Source: an optimization exercise on an open RTL-to-GDS flow (aim: small area). Production flows keep margins and buffers that such runs may drop.
The RTL was checked by simulation tests, not by an equivalence proof against the original design.
Power figures rest on the tool's default switching activity, not on a simulated workload.

`flow/flow/run.sh`:
```
#!/bin/bash
# The standard layout (the standard.sh, unchanged synthesis) with three
# changes: after synthesis every combinational cell gets the smallest drive
# strength of its function (flow/downsize.tcl; placement's repair step sizes
# up again where needed), the port buffers are sky130_fd_sc_hd__buf_1 cells,
# and clock tree synthesis inserts no dummy loads. Each tool's output is kept
# in a log file here.
set -euo pipefail
export BUFFER_PORTS_ARGS="-buffer_cell sky130_fd_sc_hd__buf_1"
export CTS_ARGS="-sink_clustering_enable -repair_clock_nets -sink_clustering_size 25 -sink_clustering_max_diameter 100 -dont_use_dummy_load"
bash ./standard.sh synth > standard_synth.log 2>&1
DOWNSIZE_DIR="$(pwd)/orfs/results/sky130hd/top/base" openroad -no_init -exit flow/downsize.tcl > downsize.log 2>&1
bash ./standard.sh > standard.log 2>&1
```
`flow/flow/downsize.tcl`:
```
# Give every combinational cell of the synthesized netlist the smallest drive
# strength of its function (drive _1, else _0). Flip-flops, clock cells and
# the platform's low-power cells are left alone. Placement's repair step
# upsizes or buffers again wherever slew or capacitance needs it.
set results $::env(DOWNSIZE_DIR)
read_db $results/1_synth.odb
set db [ord::get_db]
set block [ord::get_db_block]
set swapped 0
foreach inst [$block getInsts] {
  set m [[$inst getMaster] getName]
  if {![regexp {^sky130_fd_sc_hd__(.+)_([0-9]+)$} $m -> f d]} { continue }
  if {$d <= 1} { continue }
  if {[regexp {^(df|edf|sdf|sedf|dl|clk|conb|tap|fill|decap|diode|lpflow|probe|ebuf|einv)} $f]} { continue }
  foreach s {1 0} {
    set nm [$db findMaster sky130_fd_sc_hd__${f}_$s]
    if {$nm ne "NULL" && $nm ne ""} {
      $inst swapMaster $nm
      incr swapped
      break
    }
  }
}
puts "downsize: swapped $swapped instances"
write_db $results/1_synth.odb
```
`flow/standard.sh`:
```
#!/bin/bash
# synth_recipe.tcl (not shown) runs the flow's synth.tcl, then flattens the netlist and writes it again
# the make line also repeats each setting of config.mk as NAME=value (left out here)
make -C /OpenROAD-flow-scripts/flow DESIGN_CONFIG=/design/flow/config.mk WORK_HOME=/design/flow/orfs CLKGATE_MAP_FILE= SYNTH_SCRIPT=/design/flow/synth_recipe.tcl "${@:-finish}"
```
`flow/config.mk`:
```
export PLATFORM = sky130hd
export DESIGN_NAME = top
export DESIGN_NICKNAME = top
export VERILOG_FILES = /design/flow/design.v
export SDC_FILE = /design/flow/constraint.sdc
export NUM_CORES = 4
export LEC_CHECK = 0
export ABC_AREA = 1
export ABC_CLOCK_PERIOD_IN_PS = 1000000
export CAP_MARGIN = 20
export CORE_MARGIN = 2
export CORE_UTILIZATION = 40
export CTS_CLUSTER_DIAMETER = 100
export CTS_CLUSTER_SIZE = 25
export PLACE_DENSITY = 0.6
export SLEW_MARGIN = 20
```
`flow/constraint.sdc`:
```
create_clock -name core_clock -period 10.0 [get_ports {clk}]
set_input_delay 2.0000 -clock core_clock [delete_from_list [all_inputs] [get_ports {clk}]]
set_output_delay 2.0000 -clock core_clock [all_outputs]
set_load 0.01 [all_outputs]
```
`flow/design.v`:
```
module top (
    input clk,
    input mode,
    input song,
    input plus,
    input minus,
    input rst,
    input set,
    input refer,
    input player1,
    input player2,
    output reg [8:0] rope,
    output reg [1:0] sel,
    output reg [1:0] ledr,
    output reg [1:0] ledg,
    output [1:0] ledb,
    output [3:0] ledop,
    output [7:0] segdata1,
    output [7:0] segdata0,
    output [7:0] seg,
    output [7:0] sel8,
    output reg ledplayer1,
    output reg ledplayer2,
    output reg buzzer,
    output reg round_indicator_1,
    output reg round_indicator_2
);
localparam SYM_DASH = 4'd10, SYM_L = 4'd11, SYM_E = 4'd12, SYM_BLANK = 4'd13;
wire playsong;
wire song_pulse, mode_pulse, plus_pulse, minus_pulse, set_pulse, refer_pulse;
wire player1_pulse, player2_pulse;
wire set_q, plus_q, minus_q;    
wire b40_lt, b40_gt;         
wire mid_lt, mid_gt;         
wire fast_lt, fast_gt;       
reg  mid_lt_d, mid_gt_d;
parameter init              = 3'd0;
parameter time_set          = 3'd1;
parameter round_set         = 3'd2;
parameter finish_setting    = 3'd3;
parameter counting_down     = 3'd4;
parameter gaming            = 3'd5;
parameter check             = 3'd6;
parameter gameover          = 3'd7;
reg [2:0] current_state;
reg [2:0] next_state;
reg gameoverflag;            
reg win1, win2, draw;
reg winflag_1, winflag_2, buzzerflag;
reg [1:0] modereg;
reg [3:0] cycle;
reg [2:0] scan;
reg [3:0] score1, score2;
reg [3:0] win;
reg [1:0] rnd_pend;         
reg       rnd_inc_d;        
reg [4:0] seck_d;            
reg       sec_up_d, sec_dn_d;    
reg [3:0] sr1_d, sr0_d;      
reg       sr_load_d;         
reg       sr_tick_d;         
reg [1:0] cntdownsec;
reg [3:0] buzzer_gameover_8;
reg       ledb_r;
reg       insetting_d;       
reg       act_d;             
reg [3:0] sd0, sd1;          
reg [3:0] segsym;            
reg [1:0] dmode;             
reg [1:0] d_r1;
reg [3:0] d_r0;
reg       lag1, lag2;        
reg [14:0] p1;
reg [12:0] p2;
reg [11:0] p3;
reg [12:0] buzzer_cnt_1Hz;
reg [13:0] countdown_1Hz;
wire [14:0] p1_next = {p1[13:0], ~(p1[14] ^ p1[13])};
wire [12:0] p2_next = {p2[11:0], ~(p2[12] ^ p2[3] ^ p2[2] ^ p2[0])};
wire [11:0] p3_next = {p3[10:0], ~(p3[11] ^ p3[5] ^ p3[3] ^ p3[0])};
wire [12:0] b1_next = {buzzer_cnt_1Hz[11:0], ~(buzzer_cnt_1Hz[12] ^ buzzer_cnt_1Hz[3] ^ buzzer_cnt_1Hz[2] ^ buzzer_cnt_1Hz[0])};
wire [13:0] cd_next = {countdown_1Hz[12:0], ~(countdown_1Hz[13] ^ countdown_1Hz[4] ^ countdown_1Hz[2] ^ countdown_1Hz[0])};
wire p1_1500  = (p1 == 15'h300e);
wire p1_1501  = (p1 == 15'h601c);
wire p1_12000 = (p1 == 15'h594c);
wire p1_24000 = (p1 == 15'h187a);
wire p2_3000  = (p2 == 13'h1cd0);
wire p2_6000  = (p2 == 13'h0457);
wire p3_2769  = (p3 == 12'h50d);
wire p3_3000  = (p3 == 12'hd32);
wire b1_6000  = (buzzer_cnt_1Hz == 13'h0457);
wire cd_12000 = (countdown_1Hz == 14'h3115);
wire st_init  = (current_state == init);
wire st_ts    = (current_state == time_set);
wire st_rs    = (current_state == round_set);
wire st_fin   = (current_state == finish_setting);
wire st_cd    = (current_state == counting_down);
wire st_game  = (current_state == gaming);
wire st_check = (current_state == check);
wire st_over  = (current_state == gameover);
debounce mode_debounce (.clk(clk), .init(st_init), .key(mode),    .key_pulse(mode_pulse));
debounce song_debounce (.clk(clk), .init(st_init), .key(song),    .key_pulse(song_pulse));
debounce sec_plus_debounce (.clk(clk), .init(st_init), .key(plus),    .key_pulse(plus_pulse), .key_q(plus_q));
debounce sec_minus_debounce (.clk(clk), .init(st_init), .key(minus),  .key_pulse(minus_pulse), .key_q(minus_q));
debounce set_debounce (.clk(clk), .init(st_init), .key(set),     .key_pulse(set_pulse), .key_q(set_q));
debounce refer_debounce (.clk(clk), .init(st_init), .key(refer),   .key_pulse(refer_pulse));
debounce player1_debounce (.clk(clk), .init(st_init), .key(player1), .key_pulse(player1_pulse));
debounce player2_debounce (.clk(clk), .init(st_init), .key(player2), .key_pulse(player2_pulse));
breath_gen #(.N(40), .W(6), .T2(5), .LAST(6'h2d)) b40  (.clk(clk), .init(st_init), .lt(b40_lt),  .gt(b40_gt));
breath_gen #(.N(24), .W(5), .T2(3), .LAST(5'h1a)) bmid (.clk(clk), .init(st_init), .lt(mid_lt),  .gt(mid_gt));
breath_gen #(.N(15), .W(4), .T2(3), .LAST(4'h8)) bfast(.clk(clk), .init(st_init), .lt(fast_lt), .gt(fast_gt));
always @(posedge clk) begin
    mid_lt_d <= mid_lt;
    mid_gt_d <= mid_gt;
end
playsongs bgm(.clk(clk), .rst(gameoverflag), .song(song_pulse), .buzzer(playsong));
wire [3:0] sr1 = sr_load_d ? {1'b0, seck_d[4:1]} :
                 (sr_tick_d && sr0_d == 4'd0) ? sr1_d - 1'b1 : sr1_d;
wire [3:0] sr0 = sr_load_d ? (seck_d[0] ? 4'd5 : 4'd0) :
                 !sr_tick_d ? sr0_d : (sr0_d == 4'd0) ? 4'd9 : sr0_d - 1'b1;
wire secreg_zero = (sr1 == 4'd0) && (sr0 == 4'd0);
wire p1won = (score1 == win);
wire p2won = (score2 == win);
wire rope_left  = rope[0] | rope[1] | rope[2] | rope[3];
wire rope_right = rope[5] | rope[6] | rope[7] | rope[8];
always @(posedge clk or negedge rst)
begin
    if (!rst) current_state <= init;
    else      current_state <= next_state;
end
always @(posedge clk)
begin
    case (current_state)
    init:           next_state <= time_set;
    time_set:       if (set_pulse) next_state <= round_set;
    round_set:      if (set_pulse) next_state <= finish_setting;
    finish_setting: if (refer_pulse) next_state <= counting_down;
    counting_down:  if (cntdownsec == 0) next_state <= gaming;
    gaming: begin
        if (!secreg_zero) begin
            if (rope[0] || rope[8]) next_state <= check;
        end
        else next_state <= check;
    end
    check: begin
        if (p1won || p2won) next_state <= gameover;
        else if (refer_pulse) next_state <= counting_down;
    end
    default:        next_state <= gameover;
    endcase
end
always @(posedge clk)
begin
    case (current_state)
    init: begin
        score1 <= 0; score2 <= 0; win1 <= 0; win2 <= 0; draw <= 0;
    end
    gaming: begin
        if      (rope[0]) begin win1 <= 1; win2 <= 0; end
        else if (rope[8]) begin win1 <= 0; win2 <= 1; end
        else if (rope_left && secreg_zero)  begin win1 <= 1; win2 <= 0; end
        else if (rope_right && secreg_zero) begin win1 <= 0; win2 <= 1; end
        else if (rope[4] && secreg_zero) draw <= 1;
    end
    check: begin
        if      (win1) begin score1 <= score1 + 1'b1; win1 <= 0; end
        else if (win2) begin score2 <= score2 + 1'b1; win2 <= 0; end
        else if (draw) draw <= 0;
    end
    default: begin win1 <= 0; win2 <= 0; end
    endcase
end
always @(posedge clk)
begin
    case (current_state)
    init: begin
        ledr <= 2'b00; ledg <= 2'b11; ledb_r <= 1'b1;
    end
    time_set:  if (set_pulse) begin ledr[1] <= 1; ledg[1] <= 0; end
    round_set: if (set_pulse) begin ledr[0] <= 1; ledg[0] <= 0; end
    finish_setting: if (refer_pulse) begin
        ledr <= 2'b11; ledg <= 2'b11; ledb_r <= 1'b1;
    end
    counting_down: begin
        if (p2_3000) begin
            ledr <= ~ledr; ledg <= ~ledg; ledb_r <= ~ledb_r;
        end
        if (cntdownsec == 0) begin
            ledr <= 2'b11; ledg <= 2'b11; ledb_r <= 1'b1;
        end
    end
    gaming: begin
        if (rope[4]) begin
            ledg[0] <= b40_lt; ledg[1] <= b40_gt; ledr <= 2'b11;
        end
        else if (rope[2] || rope[3] || rope[5] || rope[6]) begin
            ledg[0] <= mid_lt; ledr[0] <= mid_lt_d; ledg[1] <= mid_gt; ledr[1] <= mid_gt_d;
        end
        else if (rope[0] || rope[1] || rope[7] || rope[8]) begin
            ledg <= 2'b11; ledr[0] <= fast_lt; ledr[1] <= fast_gt;
        end
    end
    default: begin
        ledr <= 2'b11; ledg <= 2'b11; ledb_r <= 1'b1;
    end
    endcase
end
assign ledb = {2{ledb_r}};
always @(posedge clk)
begin
    case (current_state)
    init: win <= 4'd1;
    round_set: begin
        if (minus_pulse) win <= (win == 4'd1) ? 4'd9 : win - 1'b1;
        else if (plus_pulse) win <= (win == 4'd9) ? 4'd1 : win + 1'b1;
    end
    default: ;
    endcase
end
always @(posedge clk)
begin
    sec_up_d <= st_ts & plus_pulse & ~minus_pulse;
    sec_dn_d <= st_ts & minus_pulse;
    if (st_init) seck_d <= 5'd1;
    else if (sec_dn_d) seck_d <= (seck_d == 5'd1)  ? 5'd19 : seck_d - 1'b1;
    else if (sec_up_d) seck_d <= (seck_d == 5'd19) ? 5'd1 : seck_d + 1'b1;
end
always @(posedge clk) insetting_d <= st_ts | st_rs;
assign ledop[0] = ~insetting_d | set_q;
assign ledop[1] = 1'b1;
assign ledop[2] = ~insetting_d | plus_q;
assign ledop[3] = ~insetting_d | minus_q;
always @(posedge clk)
begin
    if (st_cd) begin
        if (p1_12000) cntdownsec <= cntdownsec - 1'b1;
    end
    else cntdownsec <= 2'd3;
end
always @(posedge clk)
begin
    sr_load_d <= st_cd;
    sr_tick_d <= st_game & cd_12000;
    case (current_state)
    init: countdown_1Hz <= 14'd0;
    gaming: begin
        if (cd_12000) countdown_1Hz <= 14'd0;
        else countdown_1Hz <= cd_next;
    end
    default: ;
    endcase
end
always @(posedge clk)
begin
    sr1_d  <= sr1;
    sr0_d  <= sr0;
end
always @(posedge clk)
begin
    case (current_state)
    init: sel <= 2'b11;
    time_set: if (p2_6000) sel <= ~sel;
    round_set: begin
        sel[0] <= 1'b1;
        if (p2_6000) sel[1] <= ~sel[1];
    end
    finish_setting: sel <= 2'b00;
    counting_down:  sel <= 2'b10;
    gaming:         sel <= 2'b00;
    default: ;
    endcase
end
always @(posedge clk)
begin
    rnd_inc_d <= st_check & (win1 | win2 | draw);
    case (current_state)
    init:          rnd_pend <= 2'd1;
    counting_down: rnd_pend <= {1'b0, rnd_inc_d};
    default:       rnd_pend <= rnd_pend + rnd_inc_d;
    endcase
end
wire [3:0] d_r_sum0 = d_r0 + {2'b00, rnd_pend};
wire       d_r_wrap = (d_r1 == 2'd3) && (d_r_sum0 >= 4'd2);    
wire       d_r_carry = (d_r_sum0 >= 4'd10);
wire [1:0] d_r_next1 = d_r_wrap ? 2'd0 : d_r_carry ? d_r1 + 1'b1 : d_r1;
wire [3:0] d_r_next0 = d_r_wrap ? d_r_sum0 - 4'd2 : d_r_carry ? d_r_sum0 - 4'd10 : d_r_sum0;
always @(posedge clk)
begin
    case (current_state)
    init: dmode <= 2'd0;
    time_set: begin
        sd0 <= seck_d[0] ? 4'd5 : 4'd0;
        sd1 <= seck_d[4:1];
    end
    round_set: sd1 <= win;
    finish_setting: begin
        sd0 <= seck_d[0] ? 4'd5 : 4'd0;
        sd1 <= seck_d[4:1];
        dmode <= 2'd1;
        d_r1 <= 2'd0; d_r0 <= 4'd0;
    end
    counting_down: begin
        d_r1 <= d_r_next1;
        d_r0 <= d_r_next0;
        sd0 <= {2'b00, cntdownsec};
    end
    gaming: begin
        sd0 <= sr0_d;
        sd1 <= sr1_d;
    end
    check: ;
    default: begin
        if (p2won)      dmode <= 2'd3;
        else if (p1won) dmode <= 2'd2;
    end
    endcase
end
assign segdata0[7] = 1'b0;
seg7d seg7_sd0 (.d(sd0), .s(segdata0[6:0]));
assign segdata1[7] = 1'b0;
seg7d seg7_sd1 (.d(sd1), .s(segdata1[6:0]));
always @(posedge clk) begin
    lag1 <= st_check & win1;
    lag2 <= st_check & win2 & ~win1;
end
wire [3:0] d_s1 = lag1 ? score1 - 1'b1 : score1;
wire [3:0] d_s2 = lag2 ? score2 - 1'b1 : score2;
reg [3:0] scan_sym;
always @(*) begin
    case (dmode)
    2'd1: case (scan)
        3'd0: scan_sym = d_s2;
        3'd1: scan_sym = SYM_DASH;
        3'd2: scan_sym = SYM_DASH;
        3'd3: scan_sym = d_s1;
        3'd4: scan_sym = d_r0;
        3'd5: scan_sym = {2'b00, d_r1};
        3'd6: scan_sym = SYM_DASH;
        default: scan_sym = win;
        endcase
    2'd2: case (scan)
        3'd0: scan_sym = SYM_E;
        3'd1: scan_sym = 4'd5;
        3'd2: scan_sym = 4'd0;
        3'd3: scan_sym = SYM_L;
        default: scan_sym = 4'd6;
        endcase
    2'd3: case (scan)
        3'd4: scan_sym = SYM_E;
        3'd5: scan_sym = 4'd5;
        3'd6: scan_sym = 4'd0;
        3'd7: scan_sym = SYM_L;
        default: scan_sym = 4'd6;
        endcase
    default: scan_sym = SYM_BLANK;
    endcase
end
always @(posedge clk)
begin
    act_d <= (current_state >= finish_setting);
    if (st_init) begin
        scan <= 3'd0;
        segsym <= SYM_BLANK;
    end
    else if (current_state >= finish_setting) begin
        scan <= scan + 1'b1;
        segsym <= scan_sym;
    end
end
assign seg[7] = 1'b0;
seg7 seg7_seg (.d(segsym), .s(seg[6:0]));
assign sel8 = act_d ? ~(8'd1 << (scan - 1'b1)) : 8'hff;
always @(posedge clk)
begin
    case (current_state)
    init: begin
        cycle <= 4'd1;
        winflag_2 <= 0;
        rope <= 9'b0;
    end
    time_set, round_set: begin
        case (modereg)
        2'b00: rope <= {9{b40_lt}};
        2'b01: rope <= {{4{b40_lt}}, b40_gt, {4{b40_lt}}};
        2'b10: rope <= 9'b1111_1_1111;
        default: rope <= 9'b0;
        endcase
    end
    finish_setting: rope <= 9'b0;
    counting_down: begin
        if (p3_2769) cycle <= cycle + 1'b1;
        case (cycle)
            4'd1:  rope <= 9'b1000_0_0001;
            4'd2:  rope <= 9'b0100_0_0010;
            4'd3:  rope <= 9'b0010_0_0100;
            4'd4:  rope <= 9'b0001_0_1000;
            4'd5:  rope <= 9'b0000_1_0000;
            4'd6:  rope <= 9'b0001_0_1000;
            4'd7:  rope <= 9'b0010_0_0100;
            4'd8:  rope <= 9'b0100_0_0010;
            4'd9:  rope <= 9'b1000_0_0001;
            4'd10: rope <= 9'b0100_0_0010;
            4'd11: rope <= 9'b0010_0_0100;
            4'd12: rope <= 9'b0001_0_1000;
            4'd13: rope <= 9'b0000_1_0000;
            default: ;
        endcase
    end
    gaming: begin
        if (player2_pulse)      rope <= {rope[0], rope[8:1]};
        else if (player1_pulse) rope <= {rope[7:0], rope[8]};
    end
    check: begin
        if (p1won || p2won) winflag_2 <= 1'b1;
        cycle <= 4'd1;
    end
    default: begin
        if (p2_3000) rope <= ~rope;
        else if ((p1won || p2won) && winflag_2) rope <= 9'b0101_0_1010;
        if ((p1won || p2won) && winflag_2) winflag_2 <= 1'b0;
    end
    endcase
end
wire beep_go = ~p1_1501;     
always @(posedge clk)
begin
    case (current_state)
    time_set: begin
        if (set_pulse || plus_pulse || minus_pulse || buzzerflag) begin
            buzzerflag <= beep_go; buzzer <= beep_go;
        end
    end
    round_set: begin
        if (plus_pulse || minus_pulse || buzzerflag) begin
            buzzerflag <= beep_go; buzzer <= beep_go;
        end
        if (set_pulse) buzzerflag <= 1'b1;
    end
    finish_setting: begin
        buzzerflag <= beep_go & buzzerflag;
        buzzer     <= beep_go & buzzerflag;
    end
    counting_down: if (b1_6000) buzzer <= ~buzzer;
    check: begin
        if (p1won || p2won) winflag_1 <= 1'b1;
        if (p1_1500 && buzzer_gameover_8 < 4'd8) begin
            buzzer <= ~buzzer;
            buzzer_gameover_8 <= buzzer_gameover_8 + 1'b1;
        end
    end
    gameover: begin
        if ((p1won || p2won) && winflag_1) begin
            buzzer <= ~buzzer;
            winflag_1 <= 1'b0;
        end
        if (p1_24000 && !gameoverflag) begin
            buzzer <= ~buzzer;
            gameoverflag <= 1'b1;
        end
        if (gameoverflag) buzzer <= playsong;
    end
    default: begin
        buzzer <= 1'b0;
        buzzer_gameover_8 <= 0;
        winflag_1 <= 1'b0;
        buzzerflag <= 1'b0;
        gameoverflag <= 1'b0;
    end
    endcase
end
always @(posedge clk)
begin
    if (st_init) buzzer_cnt_1Hz <= 13'd0;
    else if (st_cd) buzzer_cnt_1Hz <= b1_6000 ? 13'd0 : b1_next;
end
wire ns_over = (next_state == gameover);
always @(posedge clk)
begin
    case (current_state)
    time_set:
        p1 <= ((set_pulse || plus_pulse || minus_pulse || buzzerflag) && beep_go) ? p1_next : 15'd0;
    round_set:
        p1 <= ((plus_pulse || minus_pulse || buzzerflag) && beep_go) ? p1_next : 15'd0;
    finish_setting:
        p1 <= (beep_go && buzzerflag && next_state != counting_down) ? p1_next : 15'd0;
    counting_down:
        p1 <= (p1_12000 || ns_over) ? 15'd0 : p1_next;
    check:
        p1 <= (next_state != check || (p1_1500 && buzzer_gameover_8 < 4'd8)) ? 15'd0 : p1_next;
    gameover:
        p1 <= (p1_24000 && !gameoverflag) ? 15'd0 : p1_next;
    default: p1 <= 15'd0;
    endcase
end
always @(posedge clk)
begin
    case (current_state)
    time_set, round_set: p2 <= p2_6000 ? 13'd0 : p2_next;
    counting_down:       p2 <= (p2_3000 || ns_over) ? 13'd0 : p2_next;
    gameover:            p2 <= p2_3000 ? 13'd0 : p2_next;
    default:             p2 <= 13'd0;
    endcase
end
always @(posedge clk)
begin
    case (current_state)
    counting_down: p3 <= (p3_2769 || ns_over) ? 12'd0 : p3_next;
    check:         p3 <= (p3_3000 || next_state == counting_down) ? 12'd0 : p3_next;
    gameover:      p3 <= p3_3000 ? 12'd0 : p3_next;
    default:       p3 <= 12'd0;
    endcase
end
always @(posedge clk)
begin
    case (current_state)
    time_set, round_set: begin
        case (modereg)
        2'b00: begin ledplayer1 <= b40_lt; ledplayer2 <= b40_lt; end
        2'b01: begin ledplayer1 <= b40_gt; ledplayer2 <= b40_gt; end
        2'b10: begin ledplayer1 <= 1'b1;   ledplayer2 <= 1'b1;   end
        default: begin ledplayer1 <= 1'b0; ledplayer2 <= 1'b0;   end
        endcase
    end
    check: begin
        if (p3_3000) begin
            if (rope_left)  ledplayer1 <= ~ledplayer1;
            if (rope_right) ledplayer2 <= ~ledplayer2;
        end
    end
    gameover: begin
        if (p3_3000) begin
            if (p1won) ledplayer1 <= ~ledplayer1;
            if (p2won) ledplayer2 <= ~ledplayer2;
        end
    end
    default: begin
        ledplayer1 <= 1'b0;
        ledplayer2 <= 1'b0;
    end
    endcase
end
always @(posedge clk)
begin
    case (current_state)
    time_set, round_set: begin
        case (modereg)
        2'b00: begin round_indicator_1 <= b40_lt; round_indicator_2 <= b40_lt; end
        2'b01: begin round_indicator_1 <= b40_gt; round_indicator_2 <= b40_gt; end
        2'b10: begin round_indicator_1 <= 1'b1;   round_indicator_2 <= 1'b1;   end
        default: begin round_indicator_1 <= 1'b0; round_indicator_2 <= 1'b0;   end
        endcase
    end
    default: begin
        round_indicator_1 <= 1'b0;
        round_indicator_2 <= 1'b0;
    end
    endcase
end
always @(posedge clk)
begin
    if (st_init) modereg <= 2'b00;
    else if (mode_pulse) modereg <= modereg + 1'b1;
end
endmodule
module seg7 (
    input  [3:0] d,
    output [6:0] s
);
assign s = (d == 4'd0)  ? 7'h3f :
           (d == 4'd1)  ? 7'h06 :
           (d == 4'd2)  ? 7'h5b :
           (d == 4'd3)  ? 7'h4f :
           (d == 4'd4)  ? 7'h66 :
           (d == 4'd5)  ? 7'h6d :
           (d == 4'd6)  ? 7'h7d :
           (d == 4'd7)  ? 7'h07 :
           (d == 4'd8)  ? 7'h7f :
           (d == 4'd9)  ? 7'h6f :
           (d == 4'd10) ? 7'h40 :
           (d == 4'd11) ? 7'h38 :
           (d == 4'd12) ? 7'h79 : 7'h00;
endmodule
module seg7d (
    input  [3:0] d,
    output [6:0] s
);
assign s = (d == 4'd0)  ? 7'h3f :
           (d == 4'd1)  ? 7'h06 :
           (d == 4'd2)  ? 7'h5b :
           (d == 4'd3)  ? 7'h4f :
           (d == 4'd4)  ? 7'h66 :
           (d == 4'd5)  ? 7'h6d :
           (d == 4'd6)  ? 7'h7d :
           (d == 4'd7)  ? 7'h07 :
           (d == 4'd8)  ? 7'h7f : 7'h6f;
endmodule
module debounce (clk,init,key,key_pulse,key_q);
input  clk;
input  init;
input  key;
output key_pulse;
output key_q;
reg       key_rst_pre_n;
reg       key_rst_n;
reg [7:0] cnt;
reg       key_sec_n;
reg       key_sec_pre_n;
wire key_edge = ~key_rst_pre_n & key_rst_n;
wire fb = ~(cnt[7] ^ cnt[5] ^ cnt[4] ^ cnt[3]) ^ (cnt[6:0] == 7'h7f);
wire [7:0] cnt_next = key_edge ? 8'h0 : {cnt[6:0], fb};
always @(posedge clk)
begin
    key_rst_n <= ~key;
    if (init) begin
        key_rst_pre_n <= 1'b0;
        cnt           <= 8'h1;
        key_sec_n     <= 1'b0;
        key_sec_pre_n <= 1'b0;
    end
    else begin
        key_rst_pre_n <= key_rst_n;
        cnt <= cnt_next;
        if (cnt == 8'h80) key_sec_n <= ~key;
        key_sec_pre_n <= key_sec_n;
    end
end
assign key_pulse = ~key_sec_pre_n & key_sec_n;
assign key_q = ~key_rst_n;
endmodule
module breath_gen #(parameter N = 40, parameter W = 6, parameter T2 = 5, parameter [W-1:0] LAST = 6'h2d) (
    input  clk,
    input  init,
    output reg lt,
    output reg gt
);
reg [W-1:0] cnt1;
reg [W-1:0] cnt2;
reg         flag;
wire [W-1:0] c1_up   = {cnt1[W-2:0], ~(cnt1[W-1] ^ cnt1[T2-1])};
wire [W-1:0] c2_up   = {cnt2[W-2:0], ~(cnt2[W-1] ^ cnt2[T2-1])};
wire [W-1:0] c2_down = {~(cnt2[0] ^ cnt2[T2]), cnt2[W-1:1]};
wire c1_last = (cnt1 == LAST);
wire [W-1:0] c1_one = {{(W-1){1'b0}}, 1'b1};
always @(posedge clk) begin
    if (init) begin
        cnt1 <= c1_one;
        cnt2 <= 0;
        flag <= 1'b0;
    end
    else begin
        cnt1 <= c1_last ? {W{1'b0}} : c1_up;
        if (c1_last) begin
            if (!flag) begin
                if (cnt2 == LAST) flag <= 1'b1;
                else              cnt2 <= c2_up;
            end
            else begin
                if (cnt2 == 0) flag <= 1'b0;
                else           cnt2 <= c2_down;
            end
        end
    end
end
wire eq = (cnt1 == cnt2);
wire ge = eq | ((cnt1 != 0) & lt);
always @(posedge clk) begin
    lt <= ge | init;
    gt <= ~ge | eq | init;
end
endmodule
module playsongs(
    input clk,
    input rst,
    input song,
    output reg buzzer
);
reg [7:0] hcnt;      
reg       ph;        
reg [4:0] cnt1;      
reg [6:0] cnt2;      
reg [1:0] flag;      
reg [2:0] note;      
reg [7:0] hlast;     
reg [7:0] hlast2;    
reg [4:0] cishu;
reg [4:0] cishu_div;
reg [6:0] last;      
always @(*) begin
    case (flag)
        2'd0: case (cnt2)
            7'd0: note = 3'd3;
            7'd1: note = 3'd3;
            7'd2: note = 3'd4;
            7'd3: note = 3'd5;
            7'd4: note = 3'd5;
            7'd5: note = 3'd4;
            7'd6: note = 3'd3;
            7'd7: note = 3'd2;
            7'd8: note = 3'd1;
            7'd9: note = 3'd1;
            7'd10: note = 3'd2;
            7'd11: note = 3'd3;
            7'd12: note = 3'd3;
            7'd13: note = 3'd2;
            7'd14: note = 3'd2;
            7'd16: note = 3'd3;
            7'd17: note = 3'd3;
            7'd18: note = 3'd4;
            7'd19: note = 3'd5;
            7'd20: note = 3'd5;
            7'd21: note = 3'd4;
            7'd22: note = 3'd3;
            7'd23: note = 3'd2;
            7'd24: note = 3'd1;
            7'd25: note = 3'd1;
            7'd26: note = 3'd2;
            7'd27: note = 3'd3;
            7'd28: note = 3'd2;
            7'd29: note = 3'd1;
            7'd30: note = 3'd1;
            7'd32: note = 3'd2;
            7'd33: note = 3'd2;
            7'd34: note = 3'd3;
            7'd35: note = 3'd1;
            7'd36: note = 3'd2;
            7'd37: note = 3'd3;
            7'd38: note = 3'd4;
            7'd39: note = 3'd3;
            7'd40: note = 3'd1;
            7'd41: note = 3'd2;
            7'd42: note = 3'd3;
            7'd43: note = 3'd4;
            7'd44: note = 3'd3;
            7'd45: note = 3'd2;
            7'd46: note = 3'd1;
            7'd47: note = 3'd2;
            7'd48: note = 3'd5;
            7'd50: note = 3'd3;
            7'd51: note = 3'd3;
            7'd52: note = 3'd4;
            7'd53: note = 3'd5;
            7'd54: note = 3'd5;
            7'd55: note = 3'd4;
            7'd56: note = 3'd3;
            7'd57: note = 3'd2;
            7'd58: note = 3'd1;
            7'd59: note = 3'd1;
            7'd60: note = 3'd2;
            7'd61: note = 3'd3;
            7'd62: note = 3'd2;
            7'd63: note = 3'd1;
            7'd64: note = 3'd1;
            7'd66: note = 3'd4;
            7'd67: note = 3'd5;
            7'd68: note = 3'd5;
            7'd69: note = 3'd4;
            7'd70: note = 3'd3;
            7'd71: note = 3'd2;
            7'd72: note = 3'd1;
            7'd73: note = 3'd1;
            7'd74: note = 3'd2;
            7'd75: note = 3'd3;
            7'd76: note = 3'd3;
            7'd77: note = 3'd2;
            7'd78: note = 3'd2;
            7'd80: note = 3'd3;
            7'd81: note = 3'd3;
            7'd82: note = 3'd4;
            7'd83: note = 3'd5;
            7'd84: note = 3'd5;
            7'd85: note = 3'd4;
            7'd86: note = 3'd3;
            7'd87: note = 3'd2;
            7'd88: note = 3'd1;
            7'd89: note = 3'd1;
            7'd90: note = 3'd2;
            7'd91: note = 3'd3;
            7'd92: note = 3'd2;
            7'd93: note = 3'd1;
            7'd94: note = 3'd1;
            7'd96: note = 3'd2;
            7'd97: note = 3'd2;
            7'd98: note = 3'd3;
            7'd99: note = 3'd1;
            7'd100: note = 3'd2;
            7'd101: note = 3'd3;
            7'd102: note = 3'd4;
            7'd103: note = 3'd3;
            7'd104: note = 3'd1;
            7'd105: note = 3'd2;
            7'd106: note = 3'd3;
            7'd107: note = 3'd4;
            7'd108: note = 3'd3;
            7'd109: note = 3'd2;
            7'd110: note = 3'd1;
            7'd111: note = 3'd2;
            7'd112: note = 3'd5;
            7'd114: note = 3'd3;
            7'd115: note = 3'd3;
            7'd116: note = 3'd4;
            7'd117: note = 3'd5;
            7'd118: note = 3'd5;
            7'd119: note = 3'd4;
            7'd120: note = 3'd3;
            7'd121: note = 3'd2;
            7'd122: note = 3'd1;
            7'd123: note = 3'd1;
            7'd124: note = 3'd2;
            7'd125: note = 3'd3;
            7'd126: note = 3'd2;
            7'd127: note = 3'd1;
            default: note = 3'd0;
        endcase
        2'd1: case (cnt2)
            7'd0: note = 3'd1;
            7'd1: note = 3'd1;
            7'd2: note = 3'd5;
            7'd3: note = 3'd5;
            7'd4: note = 3'd6;
            7'd5: note = 3'd6;
            7'd6: note = 3'd5;
            7'd8: note = 3'd4;
            7'd9: note = 3'd4;
            7'd10: note = 3'd3;
            7'd11: note = 3'd3;
            7'd12: note = 3'd2;
            7'd13: note = 3'd2;
            7'd14: note = 3'd1;
            7'd16: note = 3'd5;
            7'd17: note = 3'd5;
            7'd18: note = 3'd4;
            7'd19: note = 3'd4;
            7'd20: note = 3'd3;
            7'd21: note = 3'd3;
            7'd22: note = 3'd2;
            7'd24: note = 3'd5;
            7'd25: note = 3'd5;
            7'd26: note = 3'd4;
            7'd27: note = 3'd4;
            7'd28: note = 3'd3;
            7'd29: note = 3'd3;
            7'd30: note = 3'd2;
            7'd32: note = 3'd1;
            7'd33: note = 3'd1;
            7'd34: note = 3'd5;
            7'd35: note = 3'd5;
            7'd36: note = 3'd6;
            7'd37: note = 3'd6;
            7'd38: note = 3'd5;
            7'd40: note = 3'd4;
            7'd41: note = 3'd4;
            7'd42: note = 3'd3;
            7'd43: note = 3'd3;
            7'd44: note = 3'd2;
            7'd45: note = 3'd2;
            7'd46: note = 3'd1;
            7'd48: note = 3'd5;
            7'd49: note = 3'd5;
            7'd50: note = 3'd4;
            7'd51: note = 3'd4;
            7'd52: note = 3'd3;
            7'd53: note = 3'd3;
            7'd54: note = 3'd2;
            7'd56: note = 3'd5;
            7'd57: note = 3'd5;
            7'd58: note = 3'd4;
            7'd59: note = 3'd4;
            7'd60: note = 3'd3;
            7'd61: note = 3'd3;
            7'd62: note = 3'd2;
            7'd64: note = 3'd1;
            7'd65: note = 3'd1;
            7'd66: note = 3'd5;
            7'd67: note = 3'd5;
            7'd68: note = 3'd6;
            7'd69: note = 3'd6;
            7'd70: note = 3'd5;
            7'd72: note = 3'd4;
            7'd73: note = 3'd4;
            7'd74: note = 3'd3;
            7'd75: note = 3'd3;
            7'd76: note = 3'd2;
            7'd77: note = 3'd2;
            7'd78: note = 3'd1;
            7'd80: note = 3'd5;
            7'd81: note = 3'd5;
            7'd82: note = 3'd4;
            7'd83: note = 3'd4;
            7'd84: note = 3'd3;
            7'd85: note = 3'd3;
            7'd86: note = 3'd2;
            7'd88: note = 3'd5;
            7'd89: note = 3'd5;
            7'd90: note = 3'd4;
            7'd91: note = 3'd4;
            7'd92: note = 3'd3;
            7'd93: note = 3'd3;
            7'd94: note = 3'd2;
            7'd96: note = 3'd1;
            7'd97: note = 3'd1;
            7'd98: note = 3'd5;
            7'd99: note = 3'd5;
            7'd100: note = 3'd6;
            7'd101: note = 3'd6;
            7'd102: note = 3'd5;
            7'd104: note = 3'd4;
            7'd105: note = 3'd4;
            7'd106: note = 3'd3;
            7'd107: note = 3'd3;
            7'd108: note = 3'd2;
            7'd109: note = 3'd2;
            7'd110: note = 3'd1;
            7'd112: note = 3'd5;
            7'd113: note = 3'd5;
            7'd114: note = 3'd4;
            7'd115: note = 3'd4;
            7'd116: note = 3'd3;
            7'd117: note = 3'd3;
            7'd118: note = 3'd2;
            7'd120: note = 3'd5;
            7'd121: note = 3'd5;
            7'd122: note = 3'd4;
            7'd123: note = 3'd4;
            7'd124: note = 3'd3;
            7'd125: note = 3'd3;
            7'd126: note = 3'd2;
            default: note = 3'd0;
        endcase
        2'd2: case (cnt2)
            7'd0: note = 3'd1;
            7'd1: note = 3'd2;
            7'd2: note = 3'd3;
            7'd3: note = 3'd1;
            7'd4: note = 3'd1;
            7'd5: note = 3'd2;
            7'd6: note = 3'd3;
            7'd7: note = 3'd1;
            7'd8: note = 3'd3;
            7'd9: note = 3'd4;
            7'd10: note = 3'd5;
            7'd12: note = 3'd3;
            7'd13: note = 3'd4;
            7'd14: note = 3'd5;
            7'd16: note = 3'd5;
            7'd17: note = 3'd6;
            7'd18: note = 3'd5;
            7'd19: note = 3'd4;
            7'd20: note = 3'd3;
            7'd21: note = 3'd1;
            7'd22: note = 3'd5;
            7'd23: note = 3'd6;
            7'd24: note = 3'd5;
            7'd25: note = 3'd4;
            7'd26: note = 3'd3;
            7'd27: note = 3'd1;
            7'd28: note = 3'd2;
            7'd29: note = 3'd5;
            7'd30: note = 3'd1;
            7'd32: note = 3'd2;
            7'd33: note = 3'd5;
            7'd34: note = 3'd1;
            7'd36: note = 3'd1;
            7'd37: note = 3'd2;
            7'd38: note = 3'd3;
            7'd39: note = 3'd1;
            7'd40: note = 3'd3;
            7'd41: note = 3'd4;
            7'd42: note = 3'd5;
            7'd44: note = 3'd3;
            7'd45: note = 3'd4;
            7'd46: note = 3'd5;
            7'd48: note = 3'd5;
            7'd49: note = 3'd6;
            7'd50: note = 3'd5;
            7'd51: note = 3'd4;
            7'd52: note = 3'd3;
            7'd53: note = 3'd1;
            7'd54: note = 3'd5;
            7'd55: note = 3'd6;
            7'd56: note = 3'd5;
            7'd57: note = 3'd4;
            7'd58: note = 3'd3;
            7'd59: note = 3'd1;
            7'd60: note = 3'd2;
            7'd61: note = 3'd5;
            7'd62: note = 3'd1;
            7'd64: note = 3'd1;
            7'd65: note = 3'd2;
            7'd66: note = 3'd3;
            7'd67: note = 3'd1;
            7'd68: note = 3'd1;
            7'd69: note = 3'd2;
            7'd70: note = 3'd3;
            7'd71: note = 3'd1;
            7'd72: note = 3'd3;
            7'd73: note = 3'd4;
            7'd74: note = 3'd5;
            7'd76: note = 3'd3;
            7'd77: note = 3'd4;
            7'd78: note = 3'd5;
            7'd80: note = 3'd5;
            7'd81: note = 3'd6;
            7'd82: note = 3'd5;
            7'd83: note = 3'd4;
            7'd84: note = 3'd3;
            7'd85: note = 3'd1;
            7'd86: note = 3'd5;
            7'd87: note = 3'd6;
            7'd88: note = 3'd5;
            7'd89: note = 3'd4;
            7'd90: note = 3'd3;
            7'd91: note = 3'd1;
            7'd92: note = 3'd2;
            7'd93: note = 3'd5;
            7'd94: note = 3'd1;
            7'd96: note = 3'd2;
            7'd97: note = 3'd5;
            7'd98: note = 3'd1;
            7'd100: note = 3'd1;
            7'd101: note = 3'd2;
            7'd102: note = 3'd3;
            7'd103: note = 3'd1;
            7'd104: note = 3'd3;
            7'd105: note = 3'd4;
            7'd106: note = 3'd5;
            7'd108: note = 3'd3;
            7'd109: note = 3'd4;
            7'd110: note = 3'd5;
            7'd112: note = 3'd5;
            7'd113: note = 3'd6;
            7'd114: note = 3'd5;
            7'd115: note = 3'd4;
            7'd116: note = 3'd3;
            7'd117: note = 3'd1;
            7'd118: note = 3'd5;
            7'd119: note = 3'd6;
            7'd120: note = 3'd5;
            7'd121: note = 3'd4;
            7'd122: note = 3'd3;
            7'd123: note = 3'd1;
            7'd124: note = 3'd2;
            7'd125: note = 3'd5;
            7'd126: note = 3'd1;
            default: note = 3'd0;
        endcase
        default: note = 3'd0;
    endcase
end
always @(*) begin
    case (note)
        3'd0: begin hlast = 8'hcf; hlast2 = 8'hcf; cishu = 5'd11; cishu_div = 5'd8; end
        3'd1: begin hlast = 8'h15; hlast2 = 8'h15; cishu = 5'd13; cishu_div = 5'd10; end
        3'd2: begin hlast = 8'h59; hlast2 = 8'h59; cishu = 5'd14; cishu_div = 5'd11; end
        3'd3: begin hlast = 8'h11; hlast2 = 8'h11; cishu = 5'd16; cishu_div = 5'd12; end
        3'd4: begin hlast = 8'hb5; hlast2 = 8'h6a; cishu = 5'd17; cishu_div = 5'd13; end
        3'd5: begin hlast = 8'h3a; hlast2 = 8'h3a; cishu = 5'd19; cishu_div = 5'd15; end
        3'd6: begin hlast = 8'h9c; hlast2 = 8'h9c; cishu = 5'd22; cishu_div = 5'd17; end
        default: begin hlast = 8'h17; hlast2 = 8'h2e; cishu = 5'd24; cishu_div = 5'd19; end
    endcase
    case (flag)
        2'd0: last = 7'd65;
        2'd1: last = 7'd47;
        2'd2: last = 7'd35;
        default: last = 7'd0;
    endcase
end
wire hend = (hcnt == (ph ? hlast2 : hlast));    
wire end0 = ph & hend;                           
wire end1 = (cnt1 == cishu);
always @(posedge clk or negedge rst)
begin
    if (!rst) begin
        flag   <= 2'b00;
        hcnt   <= 0;
        ph     <= 1'b0;
        cnt1   <= 0;
        cnt2   <= 0;
        buzzer <= 1'b0;
    end
    else begin
        if (song) flag <= flag + 1'b1;
        if (flag == 2'b11 || song) begin
            hcnt <= 0;
            ph   <= 1'b0;
            cnt1 <= 0;
            cnt2 <= 0;
        end
        else begin
            if (hend) hcnt <= 0;
            else              hcnt <= {hcnt[6:0], ~(hcnt[7] ^ hcnt[5] ^ hcnt[4] ^ hcnt[3])};
            if (hend) ph <= ~ph;
            if (end0) begin
                if (end1) cnt1 <= 0;
                else      cnt1 <= cnt1 + 1'b1;
            end
            if (end0 && end1) begin
                if (cnt2 == last) cnt2 <= 0;
                else              cnt2 <= cnt2 + 1'b1;
            end
        end
        buzzer <= (note != 3'd0) && (cnt1 < cishu_div) && ph;
    end
end
endmodule
```
==> flow_summary.toml <==
[outcome]
status = "no timing/DRC/antenna violations"

[timing]
setup_viol_count_final = 0
worstMarginPinSlew_ns = 0.886
rsz0062_at_grt = "false"
slew_headroom_pct = 39.4
clock_skew_ns = 0.0454
fin_crit_ns = 4.20
tns_ns = 0
finalHoldViolations = 0
fmax_ghz = 0.238
drv_slew = 0
fin_crit_sh_pct = 42.0

[critical_path]
cp.required_ns = 10.36
endpoint_kind = "register"
crit_type = "reg -> reg"
cpMostUsedCell = "nand2_1"
slowest_stage = "dfrtp_1"
cp-start-kind = "register"
crit_arrival_ns = 4.56
crit-reg2reg-launch = "bgm.cnt2[2]$_DFFE_PN0P_"
critical_path.max_stage_delay_ns = 0.78
cp_cell_sequence = "inv_1 > ha_1 > inv_1 > nor2_1 > nor2_1 > nor2_1 > nand2_1 > nand3_1 > nand2_1 > inv_1 > nand2_1 > inv_1 > nand2_1 > nand3_1 > a21oi_1 > nand3_1 > nor2_1 > nand4_1 > nand3_1 > nand2_1"
ff2ff_path_depth = 20
r2r_slack_ns = 5.80
worst_r2r_endpoint = "bgm.cnt2[0]$_DFFE_PN0P_"
cp_max_fo = 21

[power]
peakVddDrop_mv = 0.132
power.density_nw_per_um2 = 170
leakage_nw = 7.98

[clocking]
insertion_delay_ns = 0.51
cts_tree = "yes"
h-tree-depth = 1
cts_resized = 0
cts_post_setup_buffers_inserted = 0
cts-root-buf = "clkbuf_16"
cts-hold-fix-buffers = 0
cts_buffers = 17
cts.clk_slew.worst_paths_ns = 0.10
clk_path_buf_depth = 3
cts.sinks = 332

[grt]
grt_max_degree = 47
grtUsageTotal_pct = 17.6
overflow = 0
grt_pass1_vias = 12900
antenna_found_initial = 0
grt_pass1_wl_um = 63600

[synth]
avgSynthCellArea_sq_um = 7.72
syn_area_sq_um = 16600
syn_inst = 2149
yosysWarnings = 6

[floorplanning]
fp.dieW_um = 208
num_rows = 74
coreArea_sq_um = 40900
die_h_um = 208
initial_core_util_pct = 40.5
dieArea_sq_um = 43100
pin_count = 68

[cells_and_area]
fin_util_pct = 43.5
antenna-diode-count = 0
finalNetCount = 2267
drive_gt1_share_pct = 1.33
area_growth_pct = 7.32

[routing]
drt-initial-drc-count = 822
drc = 0
vias = 13900
wl_um = 39000
wl_per_cell_um = 14.4
first_pass_iters = 5
ant_nets = 0
vias_per_cell = 5.12

[run]
cap_violations = 0

[placed_design]
dp_hpwl_um = 29400
place.gp.congestion = 0.868
io_buffer_count = 63

[hold_path]
holdCritPathClass = "reg -> async"
==> per-layer routing <==
metal | up-vias | wire, um | track usage, % | share of wire (%)
met5 | - | 0 | 0 | 0
met4 | 0 | 1000 | 5.18 | 2.6
met3 | 61 | 2330 | 3.43 | 6.0
met2 | 338 | 17900 | 29.5 | 46
met1 | 6461 | 17800 | 23.1 | 46
li1 | 7060 | - | - | -
==> flip-flops by register name, summed over array words and instances, names as in the netlist, 9 cells and up <==
signal          cells
rope                9
p3                 12
countdown_1Hz      14
buzzer_cnt_1Hz     13
p2                 13
p1                 15
==> worst max-delay path by stage <==
stage | startpoint | endpoint | slack [ns] | cells after the start
global placement | bgm.cnt2[2]$_DFFE_PN0P_ | bgm.cnt2[0]$_DFFE_PN0P_ | 5.98 | 22
global route | bgm.cnt2[2]$_DFFE_PN0P_ | bgm.cnt2[0]$_DFFE_PN0P_ | 5.31 | 22
floorplan | bgm.cnt2[2]$_DFFE_PN0P_ | bgm.cnt2[4]$_DFFE_PN0P_ | 6.65 | 24
finish | bgm.cnt2[2]$_DFFE_PN0P_ | bgm.cnt2[0]$_DFFE_PN0P_ | 5.80 | 20
detailed placement | bgm.cnt2[2]$_DFFE_PN0P_ | bgm.cnt1[3]$_DFFE_PN0P_ | 5.91 | 22
CTS | bgm.cnt2[2]$_DFFE_PN0P_ | bgm.cnt2[0]$_DFFE_PN0P_ | 5.84 | 22
==> cell usage in the layout, fill, tap and decap left out, drive strengths merged, types with 27 or more instances in the layout <==
master and count:
a21oi 88, nor2 324, nand2 332, buf 73, xor2 41, nand3 116
o21ai 131, nor3 33, nand4 46, edfxtp 78, ha 69, dfrtp 27
xnor2 43, inv 361, dfxtp 227, nor4 29
==> where the power goes <==
group          total (mW)  internal, mW  switching, mW
combinational       0.722         0.247          0.475
clock               0.720         0.306          0.414
sequential           1.59          1.50         0.0863
total                3.03          2.06          0.975
==> layout make-up <==
class,instances,area (sq um)
multi-input cells,1396,7460
inverters,367,1380
fillers,4177,23100
clock buffers,17,425
well taps,532,666
repair buffers,73,312
flip-flops and latches,332,7560
==> critical path, delay by kind of cell, from the launching register on <==
family / cells / cell delay (ns)
simple gates: 14 / 2.05
flops: 1 / 0.78
buf+inv: 4 / 0.68
fa+ha+maj: 1 / 0.37
compound gates: 1 / 0.14
==> stage by stage <==
stage	power (mW)	area (sq um)	setup WS, ns	instances	hold slack (ns)
after floorplan	2.17	16600	6.65	2151	0.330
after global placement	2.33	17400	5.98	2700	0.259
after detailed placement	2.34	17400	5.91	2700	0.264
after CTS	3.07	17800	5.84	2717	0.255
after global routing	3.24	17800	5.31	2717	0.295
final	3.03	17800	5.80	2717	0.248

==> what the ideal ports hide <==
How much do the figures lean on ideal ports? The routed layout below was timed once more, with nothing changed but the port constraints.
Step 1, drivers: a clkbuf_16 drives clk and a buf_2 each remaining input, both assumed.
Step 2 adds t to the input delays and takes it off the output delays; t is the mean of the earliest and latest rising clock arrival at the registers after step 1. Input paths then give back, and output paths get back, about the clock's delay inside the block.
Three values: no drivers, after step 1, after step 2; two values: the first two.
t (ns): 0.551
slack for setup (ns): 5.800 / 5.800 / 5.800
clock arrival spread, ns: 0.046 / 0.046
After both steps this run still meets setup and hold. The setup slack of this run moves by 0.000 ns with the drivers and by 0.000 ns with both steps.
